Context: an optimization exercise on an open-source flow, tuned for small area. The choices shown serve that exercise and are no tape-out recipe.
The RTL was checked by simulation tests, not by an equivalence proof against the original design.

==> flow/design.v (outline; a module is shown in full before it is edited, if it fits) <==
// module cordic_rotation_top: 5668 lines
module cordic_rotation_top(
    input clk, input nreset, input enable,
    input signed [15:0] x_vec_in, input signed [15:0] y_vec_in,
    input [19:0] target_angle,
    output wire signed [15:0] x_vec_out, output wire signed [15:0] y_vec_out,
    output reg done);
  // ...
==> flow/run.sh <==
#!/bin/bash
# synth_recipe.tcl (not shown) runs the flow's synth.tcl, then flattens the netlist and writes it again
# the make line also repeats each setting of config.mk as NAME=value (left out here)
make -C /OpenROAD-flow-scripts/flow DESIGN_CONFIG=/design/flow/config.mk WORK_HOME=/design/flow/orfs CLKGATE_MAP_FILE= SYNTH_SCRIPT=/design/flow/synth_recipe.tcl finish
==> flow/config.mk <==
export PLATFORM = sky130hd
export DESIGN_NAME = cordic_rotation_top
export DESIGN_NICKNAME = cordic_rotation_top
export VERILOG_FILES = /design/flow/design.v
export SDC_FILE = /design/flow/constraint.sdc
export NUM_CORES = 4
export LEC_CHECK = 0
export ABC_AREA = 1
export CAP_MARGIN = 20
export CORE_MARGIN = 2
export CORE_UTILIZATION = 40
export PLACE_DENSITY = 0.6
export SLEW_MARGIN = 20
==> flow/constraint.sdc <==
create_clock -name core_clock -period 6.0 [get_ports {clk}]
set_input_delay 1.2000 -clock core_clock [delete_from_list [all_inputs] [get_ports {clk}]]
set_output_delay 1.2000 -clock core_clock [all_outputs]
set_load 0.01 [all_outputs]
==> parameters.txt, run 1 <==
Parameter                              Value

Min path
  Min-Delay Path Depth    0

Synth
  Mapped Cells    3890
  Number of flops mapped to enable cells by yosys    0
  Mean area per synthesized cell    8.045 um^2
  Most area-consuming cells after synthesis    sky130_fd_sc_hd__dfxtp_1 23%, sky130_fd_sc_hd__xor2_1 16%, sky130_fd_sc_hd__ha_1 13%
  Fraction of the yosys area taken by sequential cells    23.48%

Clock tree
  Post-CTS Hold Buffers    0
  Insertion delay of the later-clocked pin in the worst-skew pair    0.57 ns
  Sinks on the clock net    367

Detailed routing
  Detail Route met2 WL    29960 um
  Total Routed Length    60270 um
  Routed met3 length    1617 um
  Wire length on met1    27120 um

Cells and area
  Fraction of area in registers    20.53%
  Largest cell class    multi-input combinational cells
  Area occupied by registers    7366 um^2
  Most common library cell in the layout ignoring fill and taps    sky130_fd_sc_hd__inv_1
  Number of fill cells in the layout    7603
  Final instance area    35890 um^2
  Most frequent cells in the layout    615 x sky130_fd_sc_hd__inv_1, 614 x sky130_fd_sc_hd__nand2_1, 552 x sky130_fd_sc_hd__xor2_1, 358 x sky130_fd_sc_hd__dfxtp_1, 333 x sky130_fd_sc_hd__ha_1
  Final cell count without fillers    5153
  Utilization after layout    46.33%

Run status
  Run status    finished clean

GRT
  Maximum number of pins on one net before global-route repair    35
  Met2 capacity usage during global routing    28.06%
  Overall track demand over capacity in global routing    15.21%
  Most heavily used metal layer in global routing    met2
  Number of antenna violations at the first check in global routing    0

Worst setup path
  Biggest cell delay along the critical path    0.46 ns
  WP data required    6.46 ns
  Number of cells on the critical path    30

Placed design
  Port-buffer cells    87

Floorplanning
  Floorplan die width    283.7 um

Job
  Maximum capacitance violations    0

STA
  Final worst setup slack    0.3661 ns
==> run 2, diff against run 1 <==
--- a/flow/design.v
+++ b/flow/design.v
@@ -399,152 +399,20 @@
     wire [4:0] q14s_c;
     wire [3:0] q14s;
     wire [3:0] q14;
     reg [3:0] q14_p7;
     wire [0:0] dd14;
     wire [15:0] nx;
     wire [15:0] ny;
     wire [15:0] xn_b;
-    wire [15:0] xn_p;
-    wire [15:0] xn_g;
-    wire [0:0] xn_g0c;
-    wire [0:0] xn_G1;
-    wire [0:0] xn_P1;
-    wire [0:0] xn_G2;
-    wire [0:0] xn_P2;
-    wire [0:0] xn_G3;
-    wire [0:0] xn_P3;
-    wire [0:0] xn_G4;
-    wire [0:0] xn_P4;
-    wire [0:0] xn_G5;
-    wire [0:0] xn_P5;
-    wire [0:0] xn_G6;
-    wire [0:0] xn_P6;
-    wire [0:0] xn_G7;
-    wire [0:0] xn_P7;
-    wire [0:0] xn_G8;
-    wire [0:0] xn_P8;
-    wire [0:0] xn_G9;
-    wire [0:0] xn_P9;
-    wire [0:0] xn_G10;
-    wire [0:0] xn_P10;
-    wire [0:0] xn_G11;
-    wire [0:0] xn_P11;
-    wire [0:0] xn_G12;
-    wire [0:0] xn_P12;
-    wire [0:0] xn_G13;
-    wire [0:0] xn_P13;
-    wire [0:0] xn_G14;
-    wire [0:0] xn_P14;
-    wire [0:0] xn_G15;
-    wire [0:0] xn_P15;
-    wire [0:0] xn_G16;
-    wire [0:0] xn_P16;
-    wire [0:0] xn_G17;
-    wire [0:0] xn_P17;
-    wire [0:0] xn_G18;
-    wire [0:0] xn_P18;
-    wire [0:0] xn_G19;
-    wire [0:0] xn_P19;
-    wire [0:0] xn_G20;
-    wire [0:0] xn_P20;
-    wire [0:0] xn_G21;
-    wire [0:0] xn_P21;
-    wire [0:0] xn_G22;
-    wire [0:0] xn_P22;
-    wire [0:0] xn_G23;
-    wire [0:0] xn_P23;
-    wire [0:0] xn_G24;
-    wire [0:0] xn_P24;
-    wire [0:0] xn_G25;
-    wire [0:0] xn_P25;
-    wire [0:0] xn_G26;
-    wire [0:0] xn_P26;
-    wire [0:0] xn_G27;
-    wire [0:0] xn_P27;
-    wire [0:0] xn_G28;
-    wire [0:0] xn_P28;
-    wire [0:0] xn_G29;
-    wire [0:0] xn_P29;
-    wire [0:0] xn_G30;
-    wire [0:0] xn_P30;
-    wire [0:0] xn_G31;
-    wire [0:0] xn_P31;
-    wire [0:0] xn_G32;
-    wire [0:0] xn_P32;
+    wire [16:0] xn_c;
     wire [15:0] xn;
     wire [15:0] yn_b;
-    wire [15:0] yn_p;
-    wire [15:0] yn_g;
-    wire [0:0] yn_g0c;
-    wire [0:0] yn_G1;
-    wire [0:0] yn_P1;
-    wire [0:0] yn_G2;
-    wire [0:0] yn_P2;
-    wire [0:0] yn_G3;
-    wire [0:0] yn_P3;
-    wire [0:0] yn_G4;
-    wire [0:0] yn_P4;
-    wire [0:0] yn_G5;
-    wire [0:0] yn_P5;
-    wire [0:0] yn_G6;
-    wire [0:0] yn_P6;
-    wire [0:0] yn_G7;
-    wire [0:0] yn_P7;
-    wire [0:0] yn_G8;
-    wire [0:0] yn_P8;
-    wire [0:0] yn_G9;
-    wire [0:0] yn_P9;
-    wire [0:0] yn_G10;
-    wire [0:0] yn_P10;
-    wire [0:0] yn_G11;
-    wire [0:0] yn_P11;
-    wire [0:0] yn_G12;
-    wire [0:0] yn_P12;
-    wire [0:0] yn_G13;
-    wire [0:0] yn_P13;
-    wire [0:0] yn_G14;
-    wire [0:0] yn_P14;
-    wire [0:0] yn_G15;
-    wire [0:0] yn_P15;
-    wire [0:0] yn_G16;
-    wire [0:0] yn_P16;
-    wire [0:0] yn_G17;
-    wire [0:0] yn_P17;
-    wire [0:0] yn_G18;
-    wire [0:0] yn_P18;
-    wire [0:0] yn_G19;
-    wire [0:0] yn_P19;
-    wire [0:0] yn_G20;
-    wire [0:0] yn_P20;
-    wire [0:0] yn_G21;
-    wire [0:0] yn_P21;
-    wire [0:0] yn_G22;
-    wire [0:0] yn_P22;
-    wire [0:0] yn_G23;
-    wire [0:0] yn_P23;
-    wire [0:0] yn_G24;
-    wire [0:0] yn_P24;
-    wire [0:0] yn_G25;
-    wire [0:0] yn_P25;
-    wire [0:0] yn_G26;
-    wire [0:0] yn_P26;
-    wire [0:0] yn_G27;
-    wire [0:0] yn_P27;
-    wire [0:0] yn_G28;
-    wire [0:0] yn_P28;
-    wire [0:0] yn_G29;
-    wire [0:0] yn_P29;
-    wire [0:0] yn_G30;
-    wire [0:0] yn_P30;
-    wire [0:0] yn_G31;
-    wire [0:0] yn_P31;
-    wire [0:0] yn_G32;
-    wire [0:0] yn_P32;
+    wire [16:0] yn_c;
     wire [15:0] yn;
     reg [15:0] xn_p1;
     reg [15:0] yn_p1;
     reg [0:0] dd0_p1;
     wire [15:0] ysh0;
     wire [15:0] xsh0;
     wire [15:0] yop0;
     wire [15:0] xop0;
@@ -1158,20 +1026,20 @@
     wire [0:0] x5_lo_P19;
     wire [0:0] x5_lo_G20;
     wire [0:0] x5_lo_P20;
     wire [0:0] x5_lo_G21;
     wire [0:0] x5_lo_P21;
     wire [0:0] x5_lo_G22;
     wire [0:0] x5_lo_P22;
     wire [12:0] x5_lo;
+    wire [3:0] x5_hi;
     wire [4:0] x5_ao;
     wire [4:0] x5_oo;
     wire [3:0] x5_hc;
-    wire [3:0] x5_hi;
     wire [15:0] x5;
     wire [11:0] y5_op;
     wire [12:0] y5_la;
     wire [12:0] y5_lb;
     wire [12:0] y5_lo_p;
     wire [12:0] y5_lo_g;
     wire [0:0] y5_lo_g0c;
     wire [0:0] y5_lo_G1;
@@ -1214,20 +1082,20 @@
     wire [0:0] y5_lo_P19;
     wire [0:0] y5_lo_G20;
     wire [0:0] y5_lo_P20;
     wire [0:0] y5_lo_G21;
     wire [0:0] y5_lo_P21;
     wire [0:0] y5_lo_G22;
     wire [0:0] y5_lo_P22;
     wire [12:0] y5_lo;
+    wire [3:0] y5_hi;
     wire [4:0] y5_ao;
     wire [4:0] y5_oo;
     wire [3:0] y5_hc;
-    wire [3:0] y5_hi;
     wire [15:0] y5;
     reg [0:0] dd5_p3;
     wire [10:0] x6_op;
     wire [11:0] x6_la;
     wire [11:0] x6_lb;
     wire [11:0] x6_lo_p;
     wire [11:0] x6_lo_g;
     wire [0:0] x6_lo_g0c;
@@ -1267,20 +1135,20 @@
     wire [0:0] x6_lo_P17;
     wire [0:0] x6_lo_G18;
     wire [0:0] x6_lo_P18;
     wire [0:0] x6_lo_G19;
     wire [0:0] x6_lo_P19;
     wire [0:0] x6_lo_G20;
     wire [0:0] x6_lo_P20;
     wire [11:0] x6_lo;
+    wire [4:0] x6_hi;
     wire [5:0] x6_ao;
     wire [5:0] x6_oo;
     wire [4:0] x6_hc;
-    wire [4:0] x6_hi;
     wire [15:0] x6;
     wire [10:0] y6_op;
     wire [11:0] y6_la;
     wire [11:0] y6_lb;
     wire [11:0] y6_lo_p;
     wire [11:0] y6_lo_g;
     wire [0:0] y6_lo_g0c;
     wire [0:0] y6_lo_G1;
@@ -1319,20 +1187,20 @@
     wire [0:0] y6_lo_P17;
     wire [0:0] y6_lo_G18;
     wire [0:0] y6_lo_P18;
     wire [0:0] y6_lo_G19;
     wire [0:0] y6_lo_P19;
     wire [0:0] y6_lo_G20;
     wire [0:0] y6_lo_P20;
     wire [11:0] y6_lo;
+    wire [4:0] y6_hi;
     wire [5:0] y6_ao;
     wire [5:0] y6_oo;
     wire [4:0] y6_hc;
-    wire [4:0] y6_hi;
     wire [15:0] y6;
     reg [15:0] x6_p4;
     reg [15:0] y6_p4;
     reg [0:0] dd6_p4;
     wire [9:0] x7_op;
     wire [10:0] x7_la;
     wire [10:0] x7_lb;
     wire [10:0] x7_lo_p;
@@ -1368,20 +1236,20 @@
     wire [0:0] x7_lo_P14;
     wire [0:0] x7_lo_G15;
     wire [0:0] x7_lo_P15;
     wire [0:0] x7_lo_G16;
     wire [0:0] x7_lo_P16;
     wire [0:0] x7_lo_G17;
     wire [0:0] x7_lo_P17;
     wire [10:0] x7_lo;
+    wire [5:0] x7_hi;
     wire [6:0] x7_ao;
     wire [6:0] x7_oo;
     wire [5:0] x7_hc;
-    wire [5:0] x7_hi;
     wire [15:0] x7;
     wire [9:0] y7_op;
     wire [10:0] y7_la;
     wire [10:0] y7_lb;
     wire [10:0] y7_lo_p;
     wire [10:0] y7_lo_g;
     wire [0:0] y7_lo_g0c;
     wire [0:0] y7_lo_G1;
@@ -1414,20 +1282,20 @@
     wire [0:0] y7_lo_P14;
     wire [0:0] y7_lo_G15;
     wire [0:0] y7_lo_P15;
     wire [0:0] y7_lo_G16;
     wire [0:0] y7_lo_P16;
     wire [0:0] y7_lo_G17;
     wire [0:0] y7_lo_P17;
     wire [10:0] y7_lo;
+    wire [5:0] y7_hi;
     wire [6:0] y7_ao;
     wire [6:0] y7_oo;
     wire [5:0] y7_hc;
-    wire [5:0] y7_hi;
     wire [15:0] y7;
     reg [0:0] dd7_p4;
     wire [8:0] x8_op;
     wire [9:0] x8_la;
     wire [9:0] x8_lb;
     wire [9:0] x8_lo_p;
     wire [9:0] x8_lo_g;
     wire [0:0] x8_lo_g0c;
@@ -1457,20 +1325,20 @@
     wire [0:0] x8_lo_P12;
     wire [0:0] x8_lo_G13;
     wire [0:0] x8_lo_P13;
     wire [0:0] x8_lo_G14;
     wire [0:0] x8_lo_P14;
     wire [0:0] x8_lo_G15;
     wire [0:0] x8_lo_P15;
     wire [9:0] x8_lo;
+    wire [6:0] x8_hi;
     wire [7:0] x8_ao;
     wire [7:0] x8_oo;
     wire [6:0] x8_hc;
-    wire [6:0] x8_hi;
     wire [15:0] x8;
     wire [8:0] y8_op;
     wire [9:0] y8_la;
     wire [9:0] y8_lb;
     wire [9:0] y8_lo_p;
     wire [9:0] y8_lo_g;
     wire [0:0] y8_lo_g0c;
     wire [0:0] y8_lo_G1;
@@ -1499,20 +1367,20 @@
     wire [0:0] y8_lo_P12;
     wire [0:0] y8_lo_G13;
     wire [0:0] y8_lo_P13;
     wire [0:0] y8_lo_G14;
     wire [0:0] y8_lo_P14;
     wire [0:0] y8_lo_G15;
     wire [0:0] y8_lo_P15;
     wire [9:0] y8_lo;
+    wire [6:0] y8_hi;
     wire [7:0] y8_ao;
     wire [7:0] y8_oo;
     wire [6:0] y8_hc;
-    wire [6:0] y8_hi;
     wire [15:0] y8;
     reg [15:0] x8_p5;
     reg [15:0] y8_p5;
     reg [0:0] dd8_p5;
     wire [7:0] x9_op;
     wire [8:0] x9_la;
     wire [8:0] x9_lb;
     wire [8:0] x9_lo_p;
@@ -1540,20 +1408,20 @@
     wire [0:0] x9_lo_P10;
     wire [0:0] x9_lo_G11;
     wire [0:0] x9_lo_P11;
     wire [0:0] x9_lo_G12;
     wire [0:0] x9_lo_P12;
     wire [0:0] x9_lo_G13;
     wire [0:0] x9_lo_P13;
     wire [8:0] x9_lo;
+    wire [7:0] x9_hi;
     wire [8:0] x9_ao;
     wire [8:0] x9_oo;
     wire [7:0] x9_hc;
-    wire [7:0] x9_hi;
     wire [15:0] x9;
     wire [7:0] y9_op;
     wire [8:0] y9_la;
     wire [8:0] y9_lb;
     wire [8:0] y9_lo_p;
     wire [8:0] y9_lo_g;
     wire [0:0] y9_lo_g0c;
     wire [0:0] y9_lo_G1;
@@ -1578,20 +1446,20 @@
     wire [0:0] y9_lo_P10;
     wire [0:0] y9_lo_G11;
     wire [0:0] y9_lo_P11;
     wire [0:0] y9_lo_G12;
     wire [0:0] y9_lo_P12;
     wire [0:0] y9_lo_G13;
     wire [0:0] y9_lo_P13;
     wire [8:0] y9_lo;
+    wire [7:0] y9_hi;
     wire [8:0] y9_ao;
     wire [8:0] y9_oo;
     wire [7:0] y9_hc;
-    wire [7:0] y9_hi;
     wire [15:0] y9;
     reg [0:0] dd9_p5;
     wire [6:0] x10_op;
     wire [7:0] x10_la;
     wire [7:0] x10_lb;
     wire [7:0] x10_lo_p;
     wire [7:0] x10_lo_g;
     wire [0:0] x10_lo_g0c;
@@ -1615,20 +1483,20 @@
     wire [0:0] x10_lo_P9;
     wire [0:0] x10_lo_G10;
     wire [0:0] x10_lo_P10;
     wire [0:0] x10_lo_G11;
     wire [0:0] x10_lo_P11;
     wire [0:0] x10_lo_G12;
     wire [0:0] x10_lo_P12;
     wire [7:0] x10_lo;
+    wire [8:0] x10_hi;
     wire [9:0] x10_ao;
     wire [9:0] x10_oo;
     wire [8:0] x10_hc;
-    wire [8:0] x10_hi;
     wire [15:0] x10;
     wire [6:0] y10_op;
     wire [7:0] y10_la;
     wire [7:0] y10_lb;
     wire [7:0] y10_lo_p;
     wire [7:0] y10_lo_g;
     wire [0:0] y10_lo_g0c;
     wire [0:0] y10_lo_G1;
@@ -1651,20 +1519,20 @@
     wire [0:0] y10_lo_P9;
     wire [0:0] y10_lo_G10;
     wire [0:0] y10_lo_P10;
     wire [0:0] y10_lo_G11;
     wire [0:0] y10_lo_P11;
     wire [0:0] y10_lo_G12;
     wire [0:0] y10_lo_P12;
     wire [7:0] y10_lo;
+    wire [8:0] y10_hi;
     wire [9:0] y10_ao;
     wire [9:0] y10_oo;
     wire [8:0] y10_hc;
-    wire [8:0] y10_hi;
     wire [15:0] y10;
     reg [15:0] x10_p6;
     reg [15:0] y10_p6;
     reg [0:0] dd10_p6;
     wire [5:0] x11_op;
     wire [6:0] x11_la;
     wire [6:0] x11_lb;
     wire [6:0] x11_lo_p;
@@ -1684,20 +1552,20 @@
     wire [0:0] x11_lo_P6;
     wire [0:0] x11_lo_G7;
     wire [0:0] x11_lo_P7;
     wire [0:0] x11_lo_G8;
     wire [0:0] x11_lo_P8;
     wire [0:0] x11_lo_G9;
     wire [0:0] x11_lo_P9;
     wire [6:0] x11_lo;
+    wire [9:0] x11_hi;
     wire [10:0] x11_ao;
     wire [10:0] x11_oo;
     wire [9:0] x11_hc;
-    wire [9:0] x11_hi;
     wire [15:0] x11;
     wire [5:0] y11_op;
     wire [6:0] y11_la;
     wire [6:0] y11_lb;
     wire [6:0] y11_lo_p;
     wire [6:0] y11_lo_g;
     wire [0:0] y11_lo_g0c;
     wire [0:0] y11_lo_G1;
@@ -1714,20 +1582,20 @@
     wire [0:0] y11_lo_P6;
     wire [0:0] y11_lo_G7;
     wire [0:0] y11_lo_P7;
     wire [0:0] y11_lo_G8;
     wire [0:0] y11_lo_P8;
     wire [0:0] y11_lo_G9;
     wire [0:0] y11_lo_P9;
     wire [6:0] y11_lo;
+    wire [9:0] y11_hi;
     wire [10:0] y11_ao;
     wire [10:0] y11_oo;
     wire [9:0] y11_hc;
-    wire [9:0] y11_hi;
     wire [15:0] y11;
     reg [0:0] dd11_p6;
     wire [4:0] x12_op;
     wire [5:0] x12_la;
     wire [5:0] x12_lb;
     wire [5:0] x12_lo_p;
     wire [5:0] x12_lo_g;
     wire [0:0] x12_lo_g0c;
@@ -1741,20 +1609,20 @@
     wire [0:0] x12_lo_P4;
     wire [0:0] x12_lo_G5;
     wire [0:0] x12_lo_P5;
     wire [0:0] x12_lo_G6;
     wire [0:0] x12_lo_P6;
     wire [0:0] x12_lo_G7;
     wire [0:0] x12_lo_P7;
     wire [5:0] x12_lo;
+    wire [10:0] x12_hi;
     wire [11:0] x12_ao;
     wire [11:0] x12_oo;
     wire [10:0] x12_hc;
-    wire [10:0] x12_hi;
     wire [15:0] x12;
     wire [4:0] y12_op;
     wire [5:0] y12_la;
     wire [5:0] y12_lb;
     wire [5:0] y12_lo_p;
     wire [5:0] y12_lo_g;
     wire [0:0] y12_lo_g0c;
     wire [0:0] y12_lo_G1;
@@ -1767,87 +1635,87 @@
     wire [0:0] y12_lo_P4;
     wire [0:0] y12_lo_G5;
     wire [0:0] y12_lo_P5;
     wire [0:0] y12_lo_G6;
     wire [0:0] y12_lo_P6;
     wire [0:0] y12_lo_G7;
     wire [0:0] y12_lo_P7;
     wire [5:0] y12_lo;
+    wire [10:0] y12_hi;
     wire [11:0] y12_ao;
     wire [11:0] y12_oo;
     wire [10:0] y12_hc;
-    wire [10:0] y12_hi;
     wire [15:0] y12;
     reg [15:0] x12_p7;
     reg [15:0] y12_p7;
     reg [0:0] dd12_p7;
     wire [3:0] x13_op;
     wire [4:0] x13_la;
     wire [4:0] x13_lb;
     wire [5:0] x13_lo_c;
     wire [4:0] x13_lo;
+    wire [11:0] x13_hi;
     wire [12:0] x13_ao;
     wire [12:0] x13_oo;
     wire [11:0] x13_hc;
-    wire [11:0] x13_hi;
     wire [15:0] x13;
     wire [3:0] y13_op;
     wire [4:0] y13_la;
     wire [4:0] y13_lb;
     wire [5:0] y13_lo_c;
     wire [4:0] y13_lo;
+    wire [11:0] y13_hi;
     wire [12:0] y13_ao;
     wire [12:0] y13_oo;
     wire [11:0] y13_hc;
-    wire [11:0] y13_hi;
     wire [15:0] y13;
     reg [0:0] dd13_p7;
     wire [2:0] x14_op;
     wire [3:0] x14_la;
     wire [3:0] x14_lb;
     wire [4:0] x14_lo_c;
     wire [3:0] x14_lo;
+    wire [12:0] x14_hi;
     wire [13:0] x14_ao;
     wire [13:0] x14_oo;
     wire [12:0] x14_hc;
-    wire [12:0] x14_hi;
     wire [15:0] x14;
     wire [2:0] y14_op;
     wire [3:0] y14_la;
     wire [3:0] y14_lb;
     wire [4:0] y14_lo_c;
     wire [3:0] y14_lo;
+    wire [12:0] y14_hi;
     wire [13:0] y14_ao;
     wire [13:0] y14_oo;
     wire [12:0] y14_hc;
-    wire [12:0] y14_hi;
     wire [15:0] y14;
     reg [15:0] x14_p8;
     reg [15:0] y14_p8;
     reg [0:0] dd14_p8;
     wire [1:0] x15_op;
     wire [2:0] x15_la;
     wire [2:0] x15_lb;
     wire [3:0] x15_lo_c;
     wire [2:0] x15_lo;
+    wire [13:0] x15_hi;
     wire [14:0] x15_ao;
     wire [14:0] x15_oo;
     wire [13:0] x15_hc;
-    wire [13:0] x15_hi;
     wire [15:0] x15;
     wire [1:0] y15_op;
     wire [2:0] y15_la;
     wire [2:0] y15_lb;
     wire [3:0] y15_lo_c;
     wire [2:0] y15_lo;
+    wire [13:0] y15_hi;
     wire [14:0] y15_ao;
     wire [14:0] y15_oo;
     wire [13:0] y15_hc;
-    wire [13:0] y15_hi;
     wire [15:0] y15;
     wire [23:0] mxa;
     wire [23:0] mxb;
     wire [23:0] mx5_p;
     wire [23:0] mx5_g;
     wire [0:0] mx5_g0c;
     wire [0:0] mx5_G1;
     wire [0:0] mx5_P1;
@@ -2781,183 +2649,29 @@
         assign q14s[q14s_i] = q14_r[q14s_i] ^ q14_k[q14s_i] ^ q14s_c[q14s_i];
         assign q14s_c[q14s_i+1] = (q14_r[q14s_i] & q14_k[q14s_i]) | (q14_r[q14s_i] & q14s_c[q14s_i]) | (q14_k[q14s_i] & q14s_c[q14s_i]);
     end
     assign q14 = q14s;
     assign dd14 = q14_p7[3];
     assign nx = x_vec_in ^ {16{negv}};
     assign ny = y_vec_in ^ {16{negv}};
     assign xn_b = 16'd0;
-    assign xn_p = nx ^ xn_b;
-    assign xn_g = nx & xn_b;
-    assign xn_g0c = xn_g[0] | (xn_p[0] & negv);
-    assign xn_G1 = xn_g[1] | (xn_p[1] & xn_g0c);
-    assign xn_P1 = xn_p[1] & xn_p[0];
-    assign xn_G2 = xn_g[3] | (xn_p[3] & xn_g[2]);
-    assign xn_P2 = xn_p[3] & xn_p[2];
-    assign xn_G3 = xn_g[5] | (xn_p[5] & xn_g[4]);
-    assign xn_P3 = xn_p[5] & xn_p[4];
-    assign xn_G4 = xn_g[7] | (xn_p[7] & xn_g[6]);
-    assign xn_P4 = xn_p[7] & xn_p[6];
-    assign xn_G5 = xn_g[9] | (xn_p[9] & xn_g[8]);
-    assign xn_P5 = xn_p[9] & xn_p[8];
-    assign xn_G6 = xn_g[11] | (xn_p[11] & xn_g[10]);
-    assign xn_P6 = xn_p[11] & xn_p[10];
-    assign xn_G7 = xn_g[13] | (xn_p[13] & xn_g[12]);
-    assign xn_P7 = xn_p[13] & xn_p[12];
-    assign xn_G8 = xn_g[15] | (xn_p[15] & xn_g[14]);
-    assign xn_P8 = xn_p[15] & xn_p[14];
-    assign xn_G9 = xn_g[2] | (xn_p[2] & xn_G1);
-    assign xn_P9 = xn_p[2] & xn_P1;
-    assign xn_G10 = xn_G2 | (xn_P2 & xn_G1);
-    assign xn_P10 = xn_P2 & xn_P1;
-    assign xn_G11 = xn_g[6] | (xn_p[6] & xn_G3);
-    assign xn_P11 = xn_p[6] & xn_P3;
-    assign xn_G12 = xn_G4 | (xn_P4 & xn_G3);
-    assign xn_P12 = xn_P4 & xn_P3;
-    assign xn_G13 = xn_g[10] | (xn_p[10] & xn_G5);
-    assign xn_P13 = xn_p[10] & xn_P5;
-    assign xn_G14 = xn_G6 | (xn_P6 & xn_G5);
-    assign xn_P14 = xn_P6 & xn_P5;
-    assign xn_G15 = xn_g[14] | (xn_p[14] & xn_G7);
-    assign xn_P15 = xn_p[14] & xn_P7;
-    assign xn_G16 = xn_G8 | (xn_P8 & xn_G7);
-    assign xn_P16 = xn_P8 & xn_P7;
-    assign xn_G17 = xn_g[4] | (xn_p[4] & xn_G10);
-    assign xn_P17 = xn_p[4] & xn_P10;
-    assign xn_G18 = xn_G3 | (xn_P3 & xn_G10);
-    assign xn_P18 = xn_P3 & xn_P10;
-    assign xn_G19 = xn_G11 | (xn_P11 & xn_G10);
-    assign xn_P19 = xn_P11 & xn_P10;
-    assign xn_G20 = xn_G12 | (xn_P12 & xn_G10);
-    assign xn_P20 = xn_P12 & xn_P10;
-    assign xn_G21 = xn_g[12] | (xn_p[12] & xn_G14);
-    assign xn_P21 = xn_p[12] & xn_P14;
-    assign xn_G22 = xn_G7 | (xn_P7 & xn_G14);
-    assign xn_P22 = xn_P7 & xn_P14;
-    assign xn_G23 = xn_G15 | (xn_P15 & xn_G14);
-    assign xn_P23 = xn_P15 & xn_P14;
-    assign xn_G24 = xn_G16 | (xn_P16 & xn_G14);
-    assign xn_P24 = xn_P16 & xn_P14;
-    assign xn_G25 = xn_g[8] | (xn_p[8] & xn_G20);
-    assign xn_P25 = xn_p[8] & xn_P20;
-    assign xn_G26 = xn_G5 | (xn_P5 & xn_G20);
-    assign xn_P26 = xn_P5 & xn_P20;
-    assign xn_G27 = xn_G13 | (xn_P13 & xn_G20);
-    assign xn_P27 = xn_P13 & xn_P20;
-    assign xn_G28 = xn_G14 | (xn_P14 & xn_G20);
-    assign xn_P28 = xn_P14 & xn_P20;
-    assign xn_G29 = xn_G21 | (xn_P21 & xn_G20);
-    assign xn_P29 = xn_P21 & xn_P20;
-    assign xn_G30 = xn_G22 | (xn_P22 & xn_G20);
-    assign xn_P30 = xn_P22 & xn_P20;
-    assign xn_G31 = xn_G23 | (xn_P23 & xn_G20);
-    assign xn_P31 = xn_P23 & xn_P20;
-    assign xn_G32 = xn_G24 | (xn_P24 & xn_G20);
-    assign xn_P32 = xn_P24 & xn_P20;
-    assign xn[0] = xn_p[0] ^ negv;
-    assign xn[1] = xn_p[1] ^ xn_g0c;
-    assign xn[2] = xn_p[2] ^ xn_G1;
-    assign xn[3] = xn_p[3] ^ xn_G9;
-    assign xn[4] = xn_p[4] ^ xn_G10;
-    assign xn[5] = xn_p[5] ^ xn_G17;
-    assign xn[6] = xn_p[6] ^ xn_G18;
-    assign xn[7] = xn_p[7] ^ xn_G19;
-    assign xn[8] = xn_p[8] ^ xn_G20;
-    assign xn[9] = xn_p[9] ^ xn_G25;
-    assign xn[10] = xn_p[10] ^ xn_G26;
-    assign xn[11] = xn_p[11] ^ xn_G27;
-    assign xn[12] = xn_p[12] ^ xn_G28;
-    assign xn[13] = xn_p[13] ^ xn_G29;
-    assign xn[14] = xn_p[14] ^ xn_G30;
-    assign xn[15] = xn_p[15] ^ xn_G31;
+    assign xn_c[0] = negv;
+    genvar xn_i;
+    for (xn_i=0;xn_i<16;xn_i=xn_i+1) begin : xn_g
+        assign xn[xn_i] = nx[xn_i] ^ xn_b[xn_i] ^ xn_c[xn_i];
+        assign xn_c[xn_i+1] = (nx[xn_i] & xn_b[xn_i]) | (nx[xn_i] & xn_c[xn_i]) | (xn_b[xn_i] & xn_c[xn_i]);
+    end
     assign yn_b = 16'd0;
-    assign yn_p = ny ^ yn_b;
-    assign yn_g = ny & yn_b;
-    assign yn_g0c = yn_g[0] | (yn_p[0] & negv);
-    assign yn_G1 = yn_g[1] | (yn_p[1] & yn_g0c);
-    assign yn_P1 = yn_p[1] & yn_p[0];
-    assign yn_G2 = yn_g[3] | (yn_p[3] & yn_g[2]);
-    assign yn_P2 = yn_p[3] & yn_p[2];
-    assign yn_G3 = yn_g[5] | (yn_p[5] & yn_g[4]);
-    assign yn_P3 = yn_p[5] & yn_p[4];
-    assign yn_G4 = yn_g[7] | (yn_p[7] & yn_g[6]);
-    assign yn_P4 = yn_p[7] & yn_p[6];
-    assign yn_G5 = yn_g[9] | (yn_p[9] & yn_g[8]);
-    assign yn_P5 = yn_p[9] & yn_p[8];
-    assign yn_G6 = yn_g[11] | (yn_p[11] & yn_g[10]);
-    assign yn_P6 = yn_p[11] & yn_p[10];
-    assign yn_G7 = yn_g[13] | (yn_p[13] & yn_g[12]);
-    assign yn_P7 = yn_p[13] & yn_p[12];
-    assign yn_G8 = yn_g[15] | (yn_p[15] & yn_g[14]);
-    assign yn_P8 = yn_p[15] & yn_p[14];
-    assign yn_G9 = yn_g[2] | (yn_p[2] & yn_G1);
-    assign yn_P9 = yn_p[2] & yn_P1;
-    assign yn_G10 = yn_G2 | (yn_P2 & yn_G1);
-    assign yn_P10 = yn_P2 & yn_P1;
-    assign yn_G11 = yn_g[6] | (yn_p[6] & yn_G3);
-    assign yn_P11 = yn_p[6] & yn_P3;
-    assign yn_G12 = yn_G4 | (yn_P4 & yn_G3);
-    assign yn_P12 = yn_P4 & yn_P3;
-    assign yn_G13 = yn_g[10] | (yn_p[10] & yn_G5);
-    assign yn_P13 = yn_p[10] & yn_P5;
-    assign yn_G14 = yn_G6 | (yn_P6 & yn_G5);
-    assign yn_P14 = yn_P6 & yn_P5;
-    assign yn_G15 = yn_g[14] | (yn_p[14] & yn_G7);
-    assign yn_P15 = yn_p[14] & yn_P7;
-    assign yn_G16 = yn_G8 | (yn_P8 & yn_G7);
-    assign yn_P16 = yn_P8 & yn_P7;
-    assign yn_G17 = yn_g[4] | (yn_p[4] & yn_G10);
-    assign yn_P17 = yn_p[4] & yn_P10;
-    assign yn_G18 = yn_G3 | (yn_P3 & yn_G10);
-    assign yn_P18 = yn_P3 & yn_P10;
-    assign yn_G19 = yn_G11 | (yn_P11 & yn_G10);
-    assign yn_P19 = yn_P11 & yn_P10;
-    assign yn_G20 = yn_G12 | (yn_P12 & yn_G10);
-    assign yn_P20 = yn_P12 & yn_P10;
-    assign yn_G21 = yn_g[12] | (yn_p[12] & yn_G14);
-    assign yn_P21 = yn_p[12] & yn_P14;
-    assign yn_G22 = yn_G7 | (yn_P7 & yn_G14);
-    assign yn_P22 = yn_P7 & yn_P14;
-    assign yn_G23 = yn_G15 | (yn_P15 & yn_G14);
-    assign yn_P23 = yn_P15 & yn_P14;
-    assign yn_G24 = yn_G16 | (yn_P16 & yn_G14);
-    assign yn_P24 = yn_P16 & yn_P14;
-    assign yn_G25 = yn_g[8] | (yn_p[8] & yn_G20);
-    assign yn_P25 = yn_p[8] & yn_P20;
-    assign yn_G26 = yn_G5 | (yn_P5 & yn_G20);
-    assign yn_P26 = yn_P5 & yn_P20;
-    assign yn_G27 = yn_G13 | (yn_P13 & yn_G20);
-    assign yn_P27 = yn_P13 & yn_P20;
-    assign yn_G28 = yn_G14 | (yn_P14 & yn_G20);
-    assign yn_P28 = yn_P14 & yn_P20;
-    assign yn_G29 = yn_G21 | (yn_P21 & yn_G20);
-    assign yn_P29 = yn_P21 & yn_P20;
-    assign yn_G30 = yn_G22 | (yn_P22 & yn_G20);
-    assign yn_P30 = yn_P22 & yn_P20;
-    assign yn_G31 = yn_G23 | (yn_P23 & yn_G20);
-    assign yn_P31 = yn_P23 & yn_P20;
-    assign yn_G32 = yn_G24 | (yn_P24 & yn_G20);
-    assign yn_P32 = yn_P24 & yn_P20;
-    assign yn[0] = yn_p[0] ^ negv;
-    assign yn[1] = yn_p[1] ^ yn_g0c;
-    assign yn[2] = yn_p[2] ^ yn_G1;
-    assign yn[3] = yn_p[3] ^ yn_G9;
-    assign yn[4] = yn_p[4] ^ yn_G10;
-    assign yn[5] = yn_p[5] ^ yn_G17;
-    assign yn[6] = yn_p[6] ^ yn_G18;
-    assign yn[7] = yn_p[7] ^ yn_G19;
-    assign yn[8] = yn_p[8] ^ yn_G20;
-    assign yn[9] = yn_p[9] ^ yn_G25;
-    assign yn[10] = yn_p[10] ^ yn_G26;
-    assign yn[11] = yn_p[11] ^ yn_G27;
-    assign yn[12] = yn_p[12] ^ yn_G28;
-    assign yn[13] = yn_p[13] ^ yn_G29;
-    assign yn[14] = yn_p[14] ^ yn_G30;
-    assign yn[15] = yn_p[15] ^ yn_G31;
+    assign yn_c[0] = negv;
+    genvar yn_i;
+    for (yn_i=0;yn_i<16;yn_i=yn_i+1) begin : yn_g
+        assign yn[yn_i] = ny[yn_i] ^ yn_b[yn_i] ^ yn_c[yn_i];
+        assign yn_c[yn_i+1] = (ny[yn_i] & yn_b[yn_i]) | (ny[yn_i] & yn_c[yn_i]) | (yn_b[yn_i] & yn_c[yn_i]);
+    end
     assign ysh0 = $signed(yn_p1) >>> 0;
     assign xsh0 = $signed(xn_p1) >>> 0;
     assign yop0 = ysh0 ^ {16{~dd0_p1}};
     assign xop0 = xsh0 ^ {16{dd0_p1}};
     assign x1_p = xn_p1 ^ yop0;
     assign x1_g = xn_p1 & yop0;
     assign x1_g0c = x1_g[0] | (x1_p[0] & ~dd0_p1);
     assign x1_G1 = x1_g[1] | (x1_p[1] & x1_g0c);
--- a/flow/config.mk
+++ b/flow/config.mk
@@ -4,10 +4,12 @@
 export VERILOG_FILES = /design/flow/design.v
 export SDC_FILE = /design/flow/constraint.sdc
 export NUM_CORES = 4
 export LEC_CHECK = 0
 export ABC_AREA = 1
 export CAP_MARGIN = 20
 export CORE_MARGIN = 2
 export CORE_UTILIZATION = 40
+export CTS_CLUSTER_DIAMETER = 100
+export CTS_CLUSTER_SIZE = 34
 export PLACE_DENSITY = 0.6
 export SLEW_MARGIN = 20
==> run 2 against run 1 <==
Count of clock-buffer cells in the layout fell by 39. Largest cell class unchanged. Highest routed layer unchanged. Sequential share of layout area rose by 0.31 points. Cell count fell by 0.70%. Via count fell by 0.87%. First-iteration DRC count rose by 1.4%. Fmax rose by 1.1%. Non-clock buffer count rose by 35. Flip-flop and latch count did not move. Setup slack improved by 0.064 ns.
==> parameters.txt, run 2 <==
Parameter                              Value

Run status
  Run status    finished clean (unchanged)

Cells and area
  Most frequent cells in the layout    641 x sky130_fd_sc_hd__nand2_1, 606 x sky130_fd_sc_hd__inv_1, 541 x sky130_fd_sc_hd__xor2_1, 358 x sky130_fd_sc_hd__dfxtp_1, 352 x sky130_fd_sc_hd__ha_1 (was 615 x sky130_fd_sc_hd__inv_1, 614 x sky130_fd_sc_hd__nand2_1, 552 x sky130_fd_sc_hd__xor2_1, 358 x sky130_fd_sc_hd__dfxtp_1, 333 x sky130_fd_sc_hd__ha_1)
  Number of fill cells in the layout    7679 (was 7603)
  Net count reported at finish    4613 (was 4608)
  Utilization after layout    45.73% (was 46.33%)
  Most common library cell in the layout ignoring fill and taps    sky130_fd_sc_hd__nand2_1 (was sky130_fd_sc_hd__inv_1)
  Layout overhead on the synthesized area    13.42% (was 14.67%)
  Antenna diode instance count    0 (unchanged)
  Final cell count without fillers    5117 (was 5153)
  Fraction of final layout cells sized beyond drive strength 1    8.364% (was 9.263%)
  Final instance area    35370 um^2 (was 35890 um^2)

GRT
  Maximum number of pins on one net before global-route repair    32 (was 35)
  Total grt overflow    0 (unchanged)
  Overall track demand over capacity in global routing    15.17% (was 15.21%)
  Vias in the first global route    22900 (was 23087)
  Number of antenna violations at the first check in global routing    1 (was 0)
  Wire length of the first global-routing pass    105000 um (was 104300 um)

Synth
  Yosys reg bits    367 (unchanged)
  Cell variety after synth    61 (was 58)
  Most area-consuming cells after synthesis    sky130_fd_sc_hd__dfxtp_1 24%, sky130_fd_sc_hd__xor2_1 15%, sky130_fd_sc_hd__ha_1 14% (was sky130_fd_sc_hd__dfxtp_1 23%, sky130_fd_sc_hd__xor2_1 16%, sky130_fd_sc_hd__ha_1 13%)
  Area share of the largest cell type after synthesis    23.56% (was 23.48%)
  Primary FF master, synth    sky130_fd_sc_hd__dfxtp_1 (unchanged)
  Number of flops mapped to enable cells by yosys    0 (unchanged)
  Fraction of the yosys area taken by sequential cells    23.56% (was 23.48%)
  Mean area per synthesized cell    8.075 um^2 (was 8.045 um^2)
  Netlist area before placement    31190 um^2 (was 31300 um^2)
  Synthesized netlist net count    4413 (was 4421)
  Cell type with the highest aggregate area in the netlist    sky130_fd_sc_hd__dfxtp_1 (unchanged)
  Proportion of register bits with asynchronous set or reset after synthesis    0% (unchanged)
  Most frequent cell after synthesis    sky130_fd_sc_hd__nand2_1 (was sky130_fd_sc_hd__inv_1)
  Top cells by count, synth    641 x sky130_fd_sc_hd__nand2_1, 607 x sky130_fd_sc_hd__inv_1, 546 x sky130_fd_sc_hd__xor2_1 (was 619 x sky130_fd_sc_hd__inv_1, 617 x sky130_fd_sc_hd__nand2_1, 560 x sky130_fd_sc_hd__xor2_1)
  Count of synthesis-stage warnings from yosys    1 (unchanged)
  Mapped Cells    3862 (was 3890)

Worst setup path
  Register-to-register setup slack    0.43 ns (was 0.37 ns)
  Cell family with most CP delay    compound AO/OA/AOI/OAI gates (unchanged)
  Critical path class    flop to flop (unchanged)
  Biggest cell delay along the critical path    0.46 ns (about the same)
  R2r startpoint    dd14_p8$_DFF_P_ (unchanged)
  Worst Reg2Reg Path Length in Cells    31 (was 30)
  Most common cell on crit path    sky130_fd_sc_hd__a21o_1 (unchanged)
  Kind of start point of the critical path    flop (unchanged)
  WP data required    6.46 ns (about the same)
  Endpoint of the worst register-to-register path    myo_p9[14]$_DFF_P_ (unchanged)
  CP Max Fanout    5 (was 6)
  Critical path buffers and inverters    4 (was 3)
  Crit path DAT    6.03 ns (was 6.09 ns)
  Sort of element at the end of the critical path    flop (unchanged)
  Library cell contributing the largest single delay on the critical path    sky130_fd_sc_hd__fa_2 (was sky130_fd_sc_hd__fa_1)

Detailed routing
  Drt first pass iters    5 (unchanged)
  Via total after detailed routing    23244 (was 23449)
  Routed length per instance    11.70 um (about the same)
  Post-DR vias/cell    4.543 (was 4.551)
  Number of antenna-violating nets in the routed design    0 (unchanged)
  Total Routed Length    59890 um (was 60270 um)
  Violation count after the first detailed-routing iteration    813 (was 802)
  DRC violation count after routing    0 (unchanged)

STA
  Post-Route Hold Slack    0.3381 ns (was 0.3248 ns)
  Minimum clock period    5.570 ns (was 5.634 ns)
  Fin. max-slew vios    0 (unchanged)
  Share of the clock period used by the worst path    92.84% (was 93.90%)
  Maximum operating frequency    179.5 MHz (was 177.5 MHz)
  Worst clock skew    0.03353 ns (was 0.02606 ns)
  Slew @ Worst Pin    0.6588 ns (was 0.7902 ns)
  Hold Fails Final Rpt    0 (unchanged)
  Max-Slew Margin vs Limit    55.93% (was 46.94%)
  Count of final setup violators    0 (unchanged)

Clock tree
  CTS tree    yes (unchanged)
  Max H-tree Level    1 (was 2)
  Clock buffer count from CTS    23 (was 46)
  Maximum buffer depth of the clock tree    3 (unchanged)
  Clock Root Buffer    sky130_fd_sc_hd__clkbuf_16 (unchanged)
  Sinks on the clock net    367 (unchanged)
  Insertion delay of the later-clocked pin in the worst-skew pair    0.58 ns (was 0.57 ns)
  Clock slew at reported path FFs    0.11 ns (was 0.06 ns)

Job
  Maximum capacitance violations    0 (unchanged)

Min path
  Min-Delay Path Depth    0 (unchanged)
  Hold/Removal Path Class    flop to flop (unchanged)
  Hold_sp    q8_p4[1]$_DFF_P_ (was q14_p7[3]$_DFF_P_)
  Hold path endpoint    q10_p5[1]$_DFF_P_ (was dd14_p8$_DFF_P_)

Placed design
  Post-Place Cell Area    34110 um^2 (was 33920 um^2)
  GP Congestion    0.8528 (was 0.8645)
  Placed instance count    5067 (was 5059)
  HPWL reported at the end of detailed placement    50440 um (was 50620 um)
  Port-buffer cells    87 (unchanged)

Floorplanning
  Starting utilization of the core area    40.32% (was 40.40%)
  Die H    283.2 um (was 283.7 um)
  Die area    80210 um^2 (was 80490 um^2)
  Cell row count    102 (unchanged)
  Ports    88 (unchanged)
  Area inside the core boundary    77340 um^2 (was 77470 um^2)
  Floorplan die width    283.2 um (was 283.7 um)
==> run 2: worst max path at each step <==
stage | slack [ns] | start | cells after the start | end
after floorplan | 0.19 | dd6_p4$_DFF_P_ | 30 | y8_p5[14]$_DFF_P_
after detailed placement | -0.005 | target_angle[16] | 34 | q2_p1[9]$_DFF_P_
final | 0.43 | dd14_p8$_DFF_P_ | 31 | myo_p9[14]$_DFF_P_
after global routing | -0.03 | y14_p8[14]$_DFF_P_ | 33 | mxo_p9[14]$_DFF_P_
after global placement | 0.05 | target_angle[16] | 25 | yn_p1[15]$_DFF_P_
after CTS | 0.06 | y12_p7[12]$_DFF_P_ | 31 | y14_p8[15]$_DFF_P_
==> run 2: final cells by class <==
class                   instances  area [um^2]  share of cell area, %
flip-flops and latches        367         7371                  20.84
well taps                    1040         1301                  3.679
repair buffers                219         1874                  5.299
inverters                     629         2361                  6.675
multi-input cells            2822        21580                  61.01
clock inverters                17        307.8                 0.8702
clock buffers                  23        575.6                  1.627
==> run 2: worst register-to-register path: cells and delay by family, from the launching register on <==
kind,cells,cell delay (ns)
and+or+nand+nor,5,0.40
buffers and inverters,4,0.35
AOI/OAI and AO/OA,15,2.31
DFF,1,0.38
adders and majority gates,5,1.67
xor gates and xnor gates,2,0.33
==> run 2: logic make-up (layout without fill, tap and decap cells) <==
group	after synthesis	in the layout	synth area share [%]
xor+xnor	745	745	20.97
compound gates	453	453	8.433
mux	4	4	0.1364
simple gates	1124	1124	15.41
buf+inv	673	888	8.148
flops	367	367	23.56
fa+ha+maj	496	496	23.34
==> run 2: what timing repair did <==
item,CTS,global route
endpoints found under the setup margin,1,58
setup buffers,0,10
pin swaps,0,16
hold buffers,0,0
gates resized for setup,1,87
==> run 2: metal layers <==
layer,routed length (um),vias up,global-route usage [%]
met2,29600,206,27.90
met4,1050,0,2.831
met5,0,-,0
met1,28040,10462,19.31
met3,1205,52,1.385
li1,-,12524,-
==> run 2: through the flow <==
step                      setup slack (ns)  setup TNS (ns)
after global routing              -0.03370         -0.1018
after detailed placement         -0.004960       -0.004960
final                               0.4298               0
after CTS                          0.06367               0
after global placement             0.05190               0
after floorplan                     0.1920               0
==> run 3, diff against run 2 <==
--- a/flow/config.mk
+++ b/flow/config.mk
@@ -8,8 +8,9 @@
 export ABC_AREA = 1
 export CAP_MARGIN = 20
 export CORE_MARGIN = 2
-export CORE_UTILIZATION = 40
+export CORE_UTILIZATION = 55
 export CTS_CLUSTER_DIAMETER = 100
 export CTS_CLUSTER_SIZE = 34
-export PLACE_DENSITY = 0.6
+export GPL_TIMING_DRIVEN = 0
+export PLACE_DENSITY = 0.75
 export SLEW_MARGIN = 20
==> run 3 against run 2 <==
Design area is 1.9% lower. Global-route usage is 4.3 points higher. First-iteration DRC count is 9.1% lower. Critical endpoint unchanged.
==> parameters.txt, run 3 <==
Parameter                              Value

Detailed routing
  Post-DR vias/cell    4.901 (was 4.543)
  Routed length per instance    12.05 um (was 11.70 um)
  Via total after detailed routing    23346 (was 23244)
  Violation count after the first detailed-routing iteration    739 (was 813)
  Drt first pass iters    6 (was 5)
  Number of antenna-violating nets in the routed design    0 (unchanged)
  DRC violation count after routing    0 (unchanged)
  Total Routed Length    57420 um (was 59890 um)

Floorplanning
  Die area    58620 um^2 (was 80210 um^2)
  Floorplan die width    242.1 um (was 283.2 um)
  Area inside the core boundary    56280 um^2 (was 77340 um^2)
  Ports    88 (unchanged)
  Die H    242.1 um (was 283.2 um)
  Starting utilization of the core area    55.41% (was 40.32%)
  Cell row count    87 (was 102)

Placed design
  Placed instance count    4704 (was 5067)
  GP Congestion    0.8791 (was 0.8528)
  Post-Place Cell Area    33000 um^2 (was 34110 um^2)
  Port-buffer cells    86 (was 87)
  HPWL reported at the end of detailed placement    47520 um (was 50440 um)

Synth
  Count of synthesis-stage warnings from yosys    1 (unchanged)
  Share of the synthesized netlist area taken by xor and xnor gates    20.97% (unchanged)
  Post-Synth Adder-Cell Area    23.34% (unchanged)
  Mean area per synthesized cell    8.075 um^2 (unchanged)
  Fraction of the mapped netlist area in compound gates    8.433% (unchanged)
  Cell variety after synth    61 (unchanged)
  Most area-consuming cells after synthesis    sky130_fd_sc_hd__dfxtp_1 24%, sky130_fd_sc_hd__xor2_1 15%, sky130_fd_sc_hd__ha_1 14% (unchanged)
  Proportion of register bits with asynchronous set or reset after synthesis    0% (unchanged)
  Yosys reg bits    367 (unchanged)
  Synthesized-area fraction occupied by and/or/nand/nor cells    15.41% (unchanged)
  Number of flops mapped to enable cells by yosys    0 (unchanged)
  Dominant combinational cell family by area after synthesis    adder cells (unchanged)
  Mux share of post-synthesis cell area    0.1364% (unchanged)
  Primary FF master, synth    sky130_fd_sc_hd__dfxtp_1 (unchanged)
  Fraction of the yosys area taken by sequential cells    23.56% (unchanged)
  Top cells by count, synth    641 x sky130_fd_sc_hd__nand2_1, 607 x sky130_fd_sc_hd__inv_1, 546 x sky130_fd_sc_hd__xor2_1 (unchanged)
  Netlist area before placement    31190 um^2 (unchanged)
  Mapped Cells    3862 (unchanged)
  Area share of the largest cell type after synthesis    23.56% (unchanged)
  Most frequent cell after synthesis    sky130_fd_sc_hd__nand2_1 (unchanged)
  Cell type with the highest aggregate area in the netlist    sky130_fd_sc_hd__dfxtp_1 (unchanged)
  Synthesized netlist net count    4413 (unchanged)

GRT
  Vias in the first global route    22761 (was 22900)
  Total grt overflow    0 (unchanged)
  Maximum number of pins on one net before global-route repair    35 (was 32)
  Wire length of the first global-routing pass    98930 um (was 105000 um)
  Overall track demand over capacity in global routing    19.45% (was 15.17%)
  Number of antenna violations at the first check in global routing    0 (was 1)

Worst setup path
  CP Max Fanout    4 (was 5)
  Kind of start point of the critical path    flop (unchanged)
  Most common cell on crit path    sky130_fd_sc_hd__a21o_1 (unchanged)
  Sort of element at the end of the critical path    flop (unchanged)
  Critical path buffers and inverters    4 (unchanged)
  Worst Reg2Reg Path Length in Cells    30 (was 31)
  R2r startpoint    x14_p8[15]$_DFF_P_ (was dd14_p8$_DFF_P_)
  WP data required    6.44 ns (was 6.46 ns)
  Crit path DAT    6.20 ns (was 6.03 ns)
  Cell family with most CP delay    compound AO/OA/AOI/OAI gates (unchanged)
  Register-to-register setup slack    0.24 ns (was 0.43 ns)
  Library cell contributing the largest single delay on the critical path    sky130_fd_sc_hd__fa_2 (unchanged)
  Biggest cell delay along the critical path    0.48 ns (was 0.46 ns)
  Critical path class    flop to flop (unchanged)
  Endpoint of the worst register-to-register path    myo_p9[14]$_DFF_P_ (unchanged)

Clock tree
  Max H-tree Level    1 (unchanged)
  CTS tree    yes (unchanged)
  Sinks on the clock net    367 (unchanged)
  Insertion delay of the later-clocked pin in the worst-skew pair    0.56 ns (was 0.58 ns)
  Post-CTS Hold Buffers    0 (unchanged)
  Clock slew at reported path FFs    0.11 ns (about the same)
  Maximum buffer depth of the clock tree    3 (unchanged)
  Clock buffer count from CTS    18 (was 23)
  Clock Root Buffer    sky130_fd_sc_hd__clkbuf_16 (unchanged)

Min path
  Hold path endpoint    q10_p5[1]$_DFF_P_ (unchanged)
  Min-Delay Path Depth    0 (unchanged)
  Hold_sp    q8_p4[1]$_DFF_P_ (unchanged)
  Hold/Removal Path Class    flop to flop (unchanged)

Cells and area
  Most common library cell in the layout ignoring fill and taps    sky130_fd_sc_hd__nand2_1 (unchanged)
  Net count reported at finish    4548 (was 4613)
  Most frequent cells in the layout    626 x sky130_fd_sc_hd__nand2_1, 596 x sky130_fd_sc_hd__inv_1, 530 x sky130_fd_sc_hd__xor2_1, 358 x sky130_fd_sc_hd__dfxtp_1, 350 x sky130_fd_sc_hd__ha_1 (was 641 x sky130_fd_sc_hd__nand2_1, 606 x sky130_fd_sc_hd__inv_1, 541 x sky130_fd_sc_hd__xor2_1, 358 x sky130_fd_sc_hd__dfxtp_1, 352 x sky130_fd_sc_hd__ha_1)
  Fraction of final layout cells sized beyond drive strength 1    8.308% (was 8.364%)
  Final instance area    34720 um^2 (was 35370 um^2)
  Final cell count without fillers    4764 (was 5117)
  Number of fill cells in the layout    4871 (was 7679)
  Antenna diode instance count    0 (unchanged)
  Layout overhead on the synthesized area    11.32% (was 13.42%)

STA
  Maximum operating frequency    173.5 MHz (was 179.5 MHz)
  Hold Fails Final Rpt    0 (unchanged)
  Worst clock skew    0.02531 ns (was 0.03353 ns)
  Fin. max-slew vios    0 (unchanged)
  Minimum clock period    5.763 ns (was 5.570 ns)
  Setup repair after global routing missed its margin    true
  Max-Slew Margin vs Limit    46.05% (was 55.93%)
  Post-Route Hold Slack    0.3400 ns (was 0.3381 ns)
  Count of final setup violators    0 (unchanged)
  Slew @ Worst Pin    0.8092 ns (was 0.6588 ns)
  Share of the clock period used by the worst path    96.04% (was 92.84%)

Run status
  Run status    finished clean (unchanged)

Job
  Maximum capacitance violations    0 (unchanged)
run 3: changes by cell type in the layout (fill, tap and decap cells not counted), sizes merged:
cell,previous run,this run
clkinvlp,1,2
clkdlybuf4s50,87,85
buf,132,53
dlymetal6s2s,0,1
clkinv,9,6
clkbuf,23,40
inv,635,631
run 3: through the flow:
stage	setup TNS, ns	setup slack [ns]	utilization (%)
floorplan	0	0.1920	-
global placement	-20.48	-0.9412	58.63
detailed placement	-26.05	-1.000	58.64
CTS	0	0.01063	60.19
global route	-0.3209	-0.09168	61.69
finish	0	0.2373	61.69
run 3: worst max path at each step:
stage	slack (ns)	cells past startpoint	end	start
floorplan	0.19	30	y8_p5[14]$_DFF_P_	dd6_p4$_DFF_P_
global placement	-0.94	31	y8_p5[14]$_DFF_P_	dd6_p4$_DFF_P_
detailed placement	-1.00	31	y8_p5[14]$_DFF_P_	dd6_p4$_DFF_P_
CTS	0.01	35	y10_p6[15]$_DFF_P_	dd8_p5$_DFF_P_
global route	-0.09	30	myo_p9[14]$_DFF_P_	dd14_p8$_DFF_P_
finish	0.24	30	myo_p9[14]$_DFF_P_	x14_p8[15]$_DFF_P_
run 3: layout make-up:
cell class,instances,area (um^2),share of cell area [%]
flip-flops and latches,367,7366,21.22
inverters,629,2367,6.819
clock buffers,20,489.2,1.409
plain buffers,40,250.2,0.7208
multi-input cells,2822,21990,63.35
well taps,756,945.9,2.725
clock inverters,11,193.9,0.5586
repair buffers,119,1111,3.200
run 3: cell families (layout without fill, tap and decap cells):
| kind of cell | Yosys count | count (layout) |
|---|---|---|
| XOR/XNOR | 745 | 745 |
| buffers and inverters | 673 | 819 |
| adder cells (fa/ha/maj) | 496 | 496 |
| multiplexers | 4 | 4 |
| AND/OR/NAND/NOR | 1124 | 1124 |
| AO/OA/AOI/OAI | 453 | 453 |
| flip-flops | 367 | 367 |
run 3: layer usage:
layer / vias up / track usage (%) / part of all wire [%]
li1: 12402 / - / -
met1: 10543 / 23.27 / 44
met2: 305 / 36.87 / 51
met3: 96 / 1.617 / 2.5
met4: 0 / 5.701 / 2.8
met5: - / 0 / 0
run 3: timing repair:
action	4_1_cts	5_1_grt
gates resized for setup	51	183
endpoints found under the setup margin	68	91
setup buffers	4	29
pin swaps	3	59
==> run 4, diff against run 3 <==
--- a/flow/config.mk
+++ b/flow/config.mk
@@ -8,9 +8,9 @@
 export ABC_AREA = 1
 export CAP_MARGIN = 20
 export CORE_MARGIN = 2
-export CORE_UTILIZATION = 55
+export CORE_UTILIZATION = 40
 export CTS_CLUSTER_DIAMETER = 100
 export CTS_CLUSTER_SIZE = 34
 export GPL_TIMING_DRIVEN = 0
-export PLACE_DENSITY = 0.75
+export PLACE_DENSITY = 0.6
 export SLEW_MARGIN = 20
==> run 4 against run 3 <==
Register-to-register slack gained 0.10 ns. Design area grew 1.4%. Via count shrank 0.90%. Setup slack gained 0.10 ns. Cell count grew 6.0%. Worst hold slack lost 0.0039 ns.
==> parameters.txt, run 4 <==
Parameter                              Value

Run status
  Run status    finished clean (unchanged)

Cells and area
  Final instance area    35190 um^2 (was 34720 um^2)
  Multi-input combinational cell area    22000 um^2 (was 21990 um^2)
  Area occupied by registers    7365 um^2 (was 7366 um^2)
  Utilization after layout    45.49% (was 61.69%)
  Net count reported at finish    4547 (was 4548)
  Antenna diode instance count    0 (unchanged)
  Most frequent cells in the layout    627 x sky130_fd_sc_hd__nand2_1, 597 x sky130_fd_sc_hd__inv_1, 532 x sky130_fd_sc_hd__xor2_1, 357 x sky130_fd_sc_hd__dfxtp_1, 352 x sky130_fd_sc_hd__ha_1 (was 626 x sky130_fd_sc_hd__nand2_1, 596 x sky130_fd_sc_hd__inv_1, 530 x sky130_fd_sc_hd__xor2_1, 358 x sky130_fd_sc_hd__dfxtp_1, 350 x sky130_fd_sc_hd__ha_1)
  Layout overhead on the synthesized area    12.82% (was 11.32%)
  Fraction of final layout cells sized beyond drive strength 1    8.350% (was 8.308%)
  Most common library cell in the layout ignoring fill and taps    sky130_fd_sc_hd__nand2_1 (unchanged)
  Number of fill cells in the layout    7715 (was 4871)

Job
  Maximum capacitance violations    0 (unchanged)

Clock tree
  CTS tree    yes (unchanged)
  Clock buffer count from CTS    22 (was 18)
  Max H-tree Level    1 (unchanged)
  Maximum buffer depth of the clock tree    3 (unchanged)
  Insertion delay of the later-clocked pin in the worst-skew pair    0.58 ns (was 0.56 ns)
  Clock Root Buffer    sky130_fd_sc_hd__clkbuf_16 (unchanged)
  Sinks on the clock net    367 (unchanged)
  Clock slew at reported path FFs    0.10 ns (was 0.11 ns)

STA
  Share of the clock period used by the worst path    94.32% (was 96.04%)
  Post-Route Hold Slack    0.3361 ns (was 0.3400 ns)
  Max-Slew Margin vs Limit    47.89% (was 46.05%)
  Minimum clock period    5.659 ns (was 5.763 ns)
  Worst clock skew    0.02305 ns (was 0.02531 ns)
  Slew @ Worst Pin    0.7816 ns (was 0.8092 ns)
  Hold Fails Final Rpt    0 (unchanged)
  Fin. max-slew vios    0 (unchanged)
  Maximum operating frequency    176.7 MHz (was 173.5 MHz)
  Count of final setup violators    0 (unchanged)

Synth
  Area share of the largest cell type after synthesis    23.56% (unchanged)
  Fraction of the yosys area taken by sequential cells    23.56% (unchanged)
  Proportion of register bits with asynchronous set or reset after synthesis    0% (unchanged)
  Most area-consuming cells after synthesis    sky130_fd_sc_hd__dfxtp_1 24%, sky130_fd_sc_hd__xor2_1 15%, sky130_fd_sc_hd__ha_1 14% (unchanged)
  Most frequent cell after synthesis    sky130_fd_sc_hd__nand2_1 (unchanged)
  Cell type with the highest aggregate area in the netlist    sky130_fd_sc_hd__dfxtp_1 (unchanged)
  Number of flops mapped to enable cells by yosys    0 (unchanged)
  Cell variety after synth    61 (unchanged)
  Mapped Cells    3862 (unchanged)
  Primary FF master, synth    sky130_fd_sc_hd__dfxtp_1 (unchanged)
  Top cells by count, synth    641 x sky130_fd_sc_hd__nand2_1, 607 x sky130_fd_sc_hd__inv_1, 546 x sky130_fd_sc_hd__xor2_1 (unchanged)
  Yosys reg bits    367 (unchanged)
  Synthesized netlist net count    4413 (unchanged)
  Mean area per synthesized cell    8.075 um^2 (unchanged)
  Count of synthesis-stage warnings from yosys    1 (unchanged)
  Netlist area before placement    31190 um^2 (unchanged)

Detailed routing
  Via total after detailed routing    23137 (was 23346)
  Number of antenna-violating nets in the routed design    0 (unchanged)
  Violation count after the first detailed-routing iteration    728 (was 739)
  DRC violation count after routing    0 (unchanged)
  Routed length per instance    11.73 um (was 12.05 um)
  Post-DR vias/cell    4.580 (was 4.901)
  Total Routed Length    59280 um (was 57420 um)
  Drt first pass iters    6 (unchanged)

Placed design
  GP Congestion    0.8630 (was 0.8791)
  Post-Place Cell Area    33360 um^2 (was 33000 um^2)
  HPWL reported at the end of detailed placement    49690 um (was 47520 um)
  Port-buffer cells    86 (unchanged)

Worst setup path
  Library cell contributing the largest single delay on the critical path    sky130_fd_sc_hd__fa_2 (unchanged)
  Register-to-register setup slack    0.34 ns (was 0.24 ns)
  Kind of start point of the critical path    flop (unchanged)
  Critical path class    flop to flop (unchanged)
  Crit path DAT    6.11 ns (was 6.20 ns)
  R2r startpoint    dd14_p8$_DFF_P_ (was x14_p8[15]$_DFF_P_)
  Most common cell on crit path    sky130_fd_sc_hd__a21o_1 (unchanged)
  CP Max Fanout    10 (was 4)
  Endpoint of the worst register-to-register path    myo_p9[14]$_DFF_P_ (unchanged)
  Biggest cell delay along the critical path    0.44 ns (was 0.48 ns)
  WP data required    6.45 ns (was 6.44 ns)
  Sort of element at the end of the critical path    flop (unchanged)
  Worst Reg2Reg Path Length in Cells    31 (was 30)

Floorplanning
  Area inside the core boundary    77340 um^2 (was 56280 um^2)
  Die area    80210 um^2 (was 58620 um^2)
  Die H    283.2 um (was 242.1 um)
  Cell row count    102 (was 87)
  Starting utilization of the core area    40.32% (was 55.41%)
  Ports    88 (unchanged)
  Floorplan die width    283.2 um (was 242.1 um)

GRT
  Overall track demand over capacity in global routing    14.83% (was 19.45%)
  Total grt overflow    0 (unchanged)
  Number of antenna violations at the first check in global routing    1 (was 0)
  Maximum number of pins on one net before global-route repair    29 (was 35)
  Vias in the first global route    22706 (was 22761)
  Wire length of the first global-routing pass    102700 um (was 98930 um)

Min path
  Hold_sp    q8_p4[0]$_DFF_P_ (was q8_p4[1]$_DFF_P_)
  Hold path endpoint    q10_p5[0]$_DFF_P_ (was q10_p5[1]$_DFF_P_)
  Min-Delay Path Depth    0 (unchanged)
  Hold/Removal Path Class    flop to flop (unchanged)
run 4: cell counts after synthesis:
Identical to the previous run, type by type.
run 4: worst max path at each step:
stage                         start                 end  slack [ns]  cells past startpoint
detailed placement   dd6_p4$_DFF_P_   y8_p5[14]$_DFF_P_       -1.11                     30
finish              dd14_p8$_DFF_P_  myo_p9[14]$_DFF_P_        0.34                     31
floorplan            dd6_p4$_DFF_P_   y8_p5[14]$_DFF_P_        0.19                     30
global placement     dd6_p4$_DFF_P_   y8_p5[14]$_DFF_P_       -1.06                     30
global route        dd12_p7$_DFF_P_  y14_p8[15]$_DFF_P_       -0.08                     32
CTS                 dd12_p7$_DFF_P_  y14_p8[15]$_DFF_P_       0.006                     32
run 4: what timing repair did:
action	in CTS	in global routing
buffers inserted	2	26
setup endpoints to repair	72	87
pin swaps	6	42
resized for setup	49	188
gates cloned	0	0
hold buffers	0	0
run 4: cell type report:
cell class	count	area share [%]
multi-input cells	2822	62.54
clock inverters	16	0.6721
inverters	629	6.721
clock buffers	24	1.675
plain buffers	40	0.7148
well taps	1040	3.698
flip-flops and latches	367	20.93
repair buffers	114	3.051
run 4: worst max-delay path: cells and delay by family, from the launching register on:
family | cells | cell delay, ns
adders and majority gates | 5 | 1.64
buffers and inverters | 4 | 0.38
and+or+nand+nor | 6 | 0.61
DFF | 1 | 0.37
AOI/OAI and AO/OA | 14 | 2.24
xor gates and xnor gates | 2 | 0.28
run 4: layer usage:
metal | track usage, % | vias up | part of all wire, %
li1 | - | 12381 | -
met1 | 18.04 | 10483 | 45
met2 | 27.95 | 212 | 51
met3 | 1.393 | 61 | 2.1
met4 | 3.386 | 0 | 2.1
met5 | 0 | - | 0
run 4: stage by stage:
stage                     setup slack [ns]  setup TNS (ns)  instances
after floorplan                     0.1920               0       3862
after global routing              -0.07718         -0.1665       5052
final                               0.3406               0       5052
after global placement              -1.058          -24.49       4988
after detailed placement            -1.112          -29.11       4988
after CTS                         0.005833               0       5027
run 4: cell families after synthesis:
kind of cell	after synthesis	share of synthesized area [%]
buffers and inverters	673	8.148
AO/OA/AOI/OAI	453	8.433
multiplexers	4	0.1364
flip-flops	367	23.56
adder cells (fa/ha/maj)	496	23.34
XOR/XNOR	745	20.97
AND/OR/NAND/NOR	1124	15.41

-- separate check: timing with driven ports --
How much do the figures lean on ideal ports? The routed layouts below were timed once more, with nothing changed but the port constraints. Step 1 assumes that a clkbuf_16 drives the clock port and a buf_2 every other input. Step 2 adds t to the input delays and takes it off the output delays; t is the mean of the earliest and latest rising clock arrival at the registers after step 1. Input paths then give back, and output paths get back, about the clock's delay inside the block. a / b / c = no drivers / after step 1 / after step 2; a / b = the first two.
| run | t (ns) | slack for setup (ns) | worst setup path at the end | worst slew at a driven data input, ns |
|---|---|---|---|---|
| run 1 | 0.623 | 0.366 / 0.366 / 0.191 | input to register | 0.04 |
| run 2 | 0.627 | 0.430 / 0.430 / 0.045 | input to register | 0.04 |
| run 3 | 0.610 | 0.237 / 0.237 / -0.229 | input to register | 0.03 |
| run 4 | 0.635 | 0.341 / 0.341 / -0.215 | input to register | 0.04 |
With both steps, setup timing fails in run 3 and run 4, where it was met with ideal ports. The setup slack of run 4, which loses most, moves by 0.000 ns with the drivers and by -0.556 ns with both steps.
